Background: an optimization exercise with open tools, aiming at a short achievable clock period and few clock cycles per item. Do not read the settings as production practice. At most, simulation tests tie the RTL to the original design; equivalence was not proved.

## job 105
==> flow/design.v <==
module cpu(clk, rst, imem_addr, imem_rdata, dmem_addr, dmem_rdata, dmem_we, dmem_wdata);
  input clk;
  input rst;
  output [9:0] imem_addr;
  input [31:0] imem_rdata;
  output [9:0] dmem_addr;
  input [31:0] dmem_rdata;
  output dmem_we;
  output [31:0] dmem_wdata;
  reg [31:0] RF [1:31];
  reg [31:0] wRes, w2Res;      
  reg [4:0] wDest;             
  reg [4:0] eDest;
  reg eSW, eK;
  wire [4:0] eDestV = eK ? 5'd0 : eDest;
  wire eSWV = eSW & ~eK;
  reg [15:0] bhtH, bhtL;
  integer k;
  reg uV, uInv;
  reg [3:0] uIdx;
  reg [9:0] PC;
  wire [31:0] fI = imem_rdata;
  wire fJ = fI[31:26] == 6'd2;
  wire fBr = fI[31:27] == 5'b00010;
  wire fInv = bhtH[PC[3:0]];
  wire fPT = fBr & (fI[15] ^ fInv);
  wire [9:0] fPC1 = PC + 10'd1;
  wire [9:0] fBT;
  add10c u_fbt(.a(PC), .b(fI[9:0]), .ci(1'b1), .s(fBT));
  wire [9:0] fNext0 = fJ ? fI[9:0] : fBr & fI[15] ? fBT : fPC1;
  wire [9:0] fNext1 = fJ ? fI[9:0] : fBr & ~fI[15] ? fBT : fPC1;
  wire [9:0] fNext = fInv ? fNext1 : fNext0;
  wire [9:0] fAlt = fInv ^ fI[15] ? fPC1 : fBT;
  wire [4:0] fRs = fI[25:21], fRt = fI[20:16];
  wire [31:0] fA0 = fRs[2:0] == 3'd0 ? 32'd0 : RF[{2'd0, fRs[2:0]}];
  wire [31:0] fA1 = RF[{2'd1, fRs[2:0]}], fA2 = RF[{2'd2, fRs[2:0]}], fA3 = RF[{2'd3, fRs[2:0]}];
  wire [31:0] fB0 = fRt[2:0] == 3'd0 ? 32'd0 : RF[{2'd0, fRt[2:0]}];
  wire [31:0] fB1 = RF[{2'd1, fRt[2:0]}], fB2 = RF[{2'd2, fRt[2:0]}], fB3 = RF[{2'd3, fRt[2:0]}];
  reg [31:0] dI;
  reg [31:0] dA0, dA1, dA2v, dA3v, dB0, dB1, dB2v, dB3v;
  reg dV, dPT, dA2, dA3, dB2, dB3;
  reg [3:0] gA, gB;            
  reg dStall;                  
  reg [9:0] dAlt;
  reg [3:0] dIdx;
  wire [5:0] dOp = dI[31:26], dFn = dI[5:0];
  wire [4:0] dRs = dI[25:21], dRt = dI[20:16], dRd = dI[15:11];
  wire dR = dOp == 6'd0;
  wire dSLL = dR & dFn == 6'd0, dSRL = dR & dFn == 6'd2, dADD = dR & dFn == 6'd32,
       dSUB = dR & dFn == 6'd34, dAND = dR & dFn == 6'd36, dOR = dR & dFn == 6'd37,
       dNOR = dR & dFn == 6'd39;
  wire dADDI = dOp == 6'd8, dANDI = dOp == 6'd12, dORI = dOp == 6'd13,
       dLW = dOp == 6'd35, dSW = dOp == 6'd43, dBEQ = dOp == 6'd4, dBNE = dOp == 6'd5;
  wire dRW = dSLL | dSRL | dADD | dSUB | dAND | dOR | dNOR;
  wire dIW = dADDI | dANDI | dORI | dLW;
  wire [4:0] dDest = dRW ? dRd : dIW ? dRt : 5'd0;
  wire dImm = dADDI | dANDI | dORI;
  wire [31:0] dSimm = {{16{dI[15]}}, dI[15:0]};
  wire [31:0] dA = ({32{gA[0]}} & dA0) | ({32{gA[1]}} & dA1) | ({32{gA[2]}} & dA2v) | ({32{gA[3]}} & dA3v);
  wire [31:0] dB = ({32{gB[0]}} & dB0) | ({32{gB[1]}} & dB1) | ({32{gB[2]}} & dB2v) | ({32{gB[3]}} & dB3v);
  wire [31:0] dAv = dA2 ? wRes : dA3 ? w2Res : dA;
  wire [31:0] dBv = dB2 ? wRes : dB3 ? w2Res : dB;
  wire [9:0] dAddr;
  add10c u_addr(.a(dAv[9:0]), .b(dI[11:2]), .ci(1'b0), .s(dAddr));
  wire dMA = eDestV != 5'd0 & eDestV == dRs;
  wire dMB = eDestV != 5'd0 & eDestV == dRt;
  wire dGo = dV & ~dStall;
  wire fLW = fI[31:26] == 6'd35, fMem = fLW | fI[31:26] == 6'd43;
  wire fStall = (fMem & dGo & dDest != 5'd0 & dDest == fRs) | (fLW & dGo & dSW);
  reg eBeq, eBne, ePT, eSt;
  reg [3:0] eIdx;
  reg [9:0] eAlt, eAddr, mAddr;
  reg [31:0] eA, eB, eO2;      
  reg eSub;
  reg [4:0] eSh;
  reg sAdd, sAnd, sOr, sNor, sSll, sSrl, sLw;
  reg eZok, eZsh, eZeq;        
  reg [31:0] eZm;              
  reg [31:0] eZn;              
  reg sWe;
  reg [31:0] sData;
  wire [32:0] sumx = {eA, 1'b1} + {eO2, eSub};
  wire [31:0] sum = sumx[32:1];
  wire [31:0] res = ({32{sAdd}} & sum) | ({32{sAnd}} & (eA & eO2)) | ({32{sOr}} & (eA | eO2))
                  | ({32{sNor}} & ~(eA | eO2)) | ({32{sSll}} & (eB << eSh))
                  | ({32{sSrl}} & (eB >> eSh)) | ({32{sLw}} & dmem_rdata);
  wire eEq = eA == eB;
  wire eBr = ~eK & (eBeq | eBne);
  wire eTaken = eBeq ? eEq : ~eEq;
  wire eMis = eBr & (eTaken ^ ePT);
  wire [31:0] eZv = eZsh ? eB & eZm : eZeq ? eA ^ eZn
                 : ({32{sAnd}} & (eA & eO2)) | ({32{sOr}} & (eA | eO2)) | ({32{sNor}} & ~(eA | eO2));
  wire eZ = eZv == 32'd0;
  wire [4:0] dX = dRs == 5'd0 ? dRt : dRs;
  wire dEarly = dV & (dBEQ | dBNE) & ((dRs == 5'd0) ^ (dRt == 5'd0)) & eZok & eDestV == dX;
  wire dTakenE = dBEQ ? eZ : ~eZ;
  wire dMisE = dEarly & (dTakenE ^ dPT);
  wire [31:0] nA = dMA ? res : dAv;
  wire [31:0] nB = dMB ? res : dBv;
  assign imem_addr = PC;
  assign dmem_addr = mAddr;
  assign dmem_we = sWe;
  assign dmem_wdata = sData;
  always @(posedge clk) begin
    if(rst) begin
      PC <= 10'd0;
      dV <= 1'b0;
      bhtH <= 16'd0;
      bhtL <= 16'd0;
      uV <= 1'b0;
      eDest <= 5'd0;
      eSW <= 1'b0;
      eBeq <= 1'b0;
      eBne <= 1'b0;
      eK <= 1'b0;
      dStall <= 1'b0;
      wDest <= 5'd0;
      sWe <= 1'b0;
    end else begin
      if(eMis) begin
        PC <= eAlt;
        dV <= 1'b0;
      end else if(dMisE) begin
        PC <= dAlt;
        dV <= 1'b0;
      end else if(~dStall) begin
        PC <= fNext;
        dV <= 1'b1;
      end
      for(k = 0; k < 16; k = k + 1)
        if(uV & uIdx == k) begin
          bhtH[k] <= uInv ? bhtH[k] | bhtL[k] : bhtH[k] & bhtL[k];
          bhtL[k] <= uInv ? ~bhtL[k] | bhtH[k] : ~bhtL[k] & bhtH[k];
        end
      uV <= eBr;
      eDest <= dGo ? dDest : 5'd0;
      eSW <= dGo & dSW;
      eBeq <= dGo & dBEQ;
      eBne <= dGo & dBNE;
      eK <= eMis;
      dStall <= ~eMis & ~dStall & fStall;
      wDest <= eDestV;
      sWe <= eSWV;
    end
    uIdx <= eIdx;
    uInv <= eTaken ^ eSt;
    if(~dStall) begin
      dI <= fI;
      dPT <= fPT;
      dAlt <= fAlt;
      dIdx <= PC[3:0];
      gA <= 4'd1 << fI[25:24];
      gB <= 4'd1 << fI[20:19];
      dA0 <= fA0; dA1 <= fA1; dA2v <= fA2; dA3v <= fA3;
      dB0 <= fB0; dB1 <= fB1; dB2v <= fB2; dB3v <= fB3;
      dA2 <= eDestV != 5'd0 & eDestV == fRs;
      dB2 <= eDestV != 5'd0 & eDestV == fRt;
      dA3 <= wDest != 5'd0 & wDest == fRs;
      dB3 <= wDest != 5'd0 & wDest == fRt;
    end else begin
      dA0 <= dAv; dA1 <= dAv; dA2v <= dAv; dA3v <= dAv;
      dB0 <= dBv; dB1 <= dBv; dB2v <= dBv; dB3v <= dBv;
      dA2 <= dMA;
      dB2 <= dMB;
      dA3 <= 1'b0;
      dB3 <= 1'b0;
    end
    ePT <= dPT ^ dMisE;
    eSt <= dI[15];
    eIdx <= dIdx;
    eAlt <= dAlt;
    eAddr <= dAddr;
    mAddr <= eSWV ? eAddr : dAddr;
    eA <= nA;
    eB <= nB;
    eO2 <= dImm ? dSimm : nB ^ {32{dSUB}};
    eSub <= dSUB;
    eSh <= dI[10:6];
    sAdd <= dADD | dSUB | dADDI;
    sAnd <= dAND | dANDI;
    sOr <= dOR | dORI;
    sNor <= dNOR;
    sSll <= dSLL;
    sSrl <= dSRL;
    sLw <= dLW;
    eZok <= dSLL | dSRL | dAND | dANDI | dOR | dORI | dNOR | dADDI | dSUB;
    eZsh <= dSLL | dSRL;
    eZeq <= dADDI | dSUB;
    eZn <= dSUB ? nB : 32'd0 - dSimm;
    eZm <= dSLL ? 32'hffffffff >> dI[10:6] : 32'hffffffff << dI[10:6];
    sData <= eB;
    wRes <= res;
    w2Res <= wRes;
    if(wDest != 5'd0) RF[wDest] <= wRes;
  end
endmodule
module add10c(a, b, ci, s);
  input [9:0] a, b;
  input ci;
  output [9:0] s;
  wire [10:0] x = {a, 1'b1} + {b, ci};
  assign s = x[10:1];
endmodule
clock: 7.5 ns
lec_check: 0
cap_margin: 20
core_margin: 2
core_utilization: 40
place_density: 0.7
setup_slack_margin: 5
slew_margin: 20
synth_hierarchical: 1
standard.sh (not shown) runs the stock make flow with config.mk's settings and CLKGATE_MAP_FILE= SYNTH_SCRIPT=/design/flow/synth_recipe.tcl, a recipe that flattens the netlist after the stock synthesis.
==> flow/flow/run.sh <==
#!/bin/bash
# The standard layout (standard.sh) with these changes:
# - synthesis leaves Yosys's adders to ABC instead of mapping them to the
#   library's full/half-adder cells, and ABC maps for delay with its classic
#   mapper (flow/abc.script) instead of ORFS's speed script;
set -o pipefail
export ADDER_MAP_FILE=
export MY_ABC_SCRIPT=$PWD/flow/abc.script
# The standard flow's synthesis script with the ABC script replaced
{ head -n 1 synth_recipe.tcl
  cat <<'EOT'
proc abc {args} {
  set i [lsearch -exact $args -script]
  if {$i >= 0} { set args [lreplace $args $i [expr {$i + 1}] -script $::env(MY_ABC_SCRIPT)] }
  yosys abc {*}$args
}
EOT
  tail -n +2 synth_recipe.tcl; } > flow_synth.tcl
bash standard.sh SYNTH_SCRIPT=$PWD/flow_synth.tcl SETUP_SLACK_MARGIN=5 finish 2>&1 | tee standard.log
==> flow/flow/abc.script <==
strash
map -D 300
buffer -c
topo
stime -c
upsize -c
dnsize -c
Job 105 finished every step from synthesis to the final layout, and the layout passed the timing, design-rule and antenna checks.
Relative to job 105, the following input files were edited for job 101:
--- a/flow/design.v
+++ b/flow/design.v
@@ -72,13 +72,12 @@
   reg [9:0] eAlt, eAddr, mAddr;
   reg [31:0] eA, eB, eO2;      
   reg eSub;
   reg [4:0] eSh;
   reg sAdd, sAnd, sOr, sNor, sSll, sSrl, sLw;
-  reg eZok, eZsh, eZeq;        
+  reg eZok, eZsh;              
   reg [31:0] eZm;              
-  reg [31:0] eZn;              
   reg sWe;
   reg [31:0] sData;
   wire [32:0] sumx = {eA, 1'b1} + {eO2, eSub};
   wire [31:0] sum = sumx[32:1];
   wire [31:0] res = ({32{sAdd}} & sum) | ({32{sAnd}} & (eA & eO2)) | ({32{sOr}} & (eA | eO2))
@@ -86,12 +85,12 @@
                   | ({32{sSrl}} & (eB >> eSh)) | ({32{sLw}} & dmem_rdata);
   wire eEq = eA == eB;
   wire eBr = ~eK & (eBeq | eBne);
   wire eTaken = eBeq ? eEq : ~eEq;
   wire eMis = eBr & (eTaken ^ ePT);
-  wire [31:0] eZv = eZsh ? eB & eZm : eZeq ? eA ^ eZn
-                 : ({32{sAnd}} & (eA & eO2)) | ({32{sOr}} & (eA | eO2)) | ({32{sNor}} & ~(eA | eO2));
+  wire [31:0] eZv = eZsh ? eB & eZm : ({32{sAnd}} & (eA & eO2)) | ({32{sOr}} & (eA | eO2))
+                                      | ({32{sNor}} & ~(eA | eO2));
   wire eZ = eZv == 32'd0;
   wire [4:0] dX = dRs == 5'd0 ? dRt : dRs;
   wire dEarly = dV & (dBEQ | dBNE) & ((dRs == 5'd0) ^ (dRt == 5'd0)) & eZok & eDestV == dX;
   wire dTakenE = dBEQ ? eZ : ~eZ;
   wire dMisE = dEarly & (dTakenE ^ dPT);
@@ -181,14 +180,12 @@
     sOr <= dOR | dORI;
     sNor <= dNOR;
     sSll <= dSLL;
     sSrl <= dSRL;
     sLw <= dLW;
-    eZok <= dSLL | dSRL | dAND | dANDI | dOR | dORI | dNOR | dADDI | dSUB;
+    eZok <= dSLL | dSRL | dAND | dANDI | dOR | dORI | dNOR;
     eZsh <= dSLL | dSRL;
-    eZeq <= dADDI | dSUB;
-    eZn <= dSUB ? nB : 32'd0 - dSimm;
     eZm <= dSLL ? 32'hffffffff >> dI[10:6] : 32'hffffffff << dI[10:6];
     sData <= eB;
     wRes <= res;
     w2Res <= wRes;
     if(wDest != 5'd0) RF[wDest] <= wRes;
--- outcome ---
Status | job 101 and job 105 | clean. Final period utilization is higher on job 105. Area taken by flip-flops and latches ended up 1.5% lower on job 101 than on job 105. Horizontal extent of the die delta for job 101 relative to job 105: 6.3 um lower. In job 101 the number of tap instances turned out about 4.7% lower than in job 105. In job 101, the wire length came out 10 mm below the value in job 105. Length of routed met2 wiring for job 101: 6.2 mm down relative to job 105. Placed standard-cell area was lower in the run labelled job 101. In the flow results for job 101 and job 105, the setup slack of the most critical reg-to-reg path is larger on job 101. Cell with the biggest individual delay on the critical path: dfxtp_4 -> job 101, xor3_4 -> job 105. Of the two values seen for start point of the critical path, sOr was produced by job 105 and PC[0] by job 101. Cmp job 101 vs job 105: area used by multi-input combinational logic lower in job 101. Against job 105, job 101 comes in 0.0074 lower on placer's final routability congestion estimate. Job 101 packs its core tighter than job 105.
Testbench counts of job 101, summed over its fixed seeds: cycles 46,044, instructions 44,290.
Function not checked in job 105: the RTL went through the layout flow alone.

-- separate check: timing with driven ports --
How much do the figures lean on ideal ports? The routed layouts below were timed once more, with nothing changed but the port constraints.
Step 1: set_driving_cell puts a clkbuf_16 on clk and a buf_2 on each other input, an assumption about the parent block.
Step 2 times the ports against the registers' clock, not the clock port: input delays grow and output delays shrink by t, the midpoint of the rising clock arrivals with the driver on.
Three values: ideal, step 1, step 2; two values: the first two.
run	t, ns	setup WS [ns]	latest minus earliest clock arrival (ns)
job 105	0.932	4.325 / 4.325 / 3.470	0.048 / 0.047
job 101	0.933	4.570 / 4.470 / 3.757	0.037 / 0.038
After both steps setup and hold are still met in every run listed. The setup slack of job 105, which loses most, moves by 0.000 ns with the drivers and by -0.855 ns with both steps.
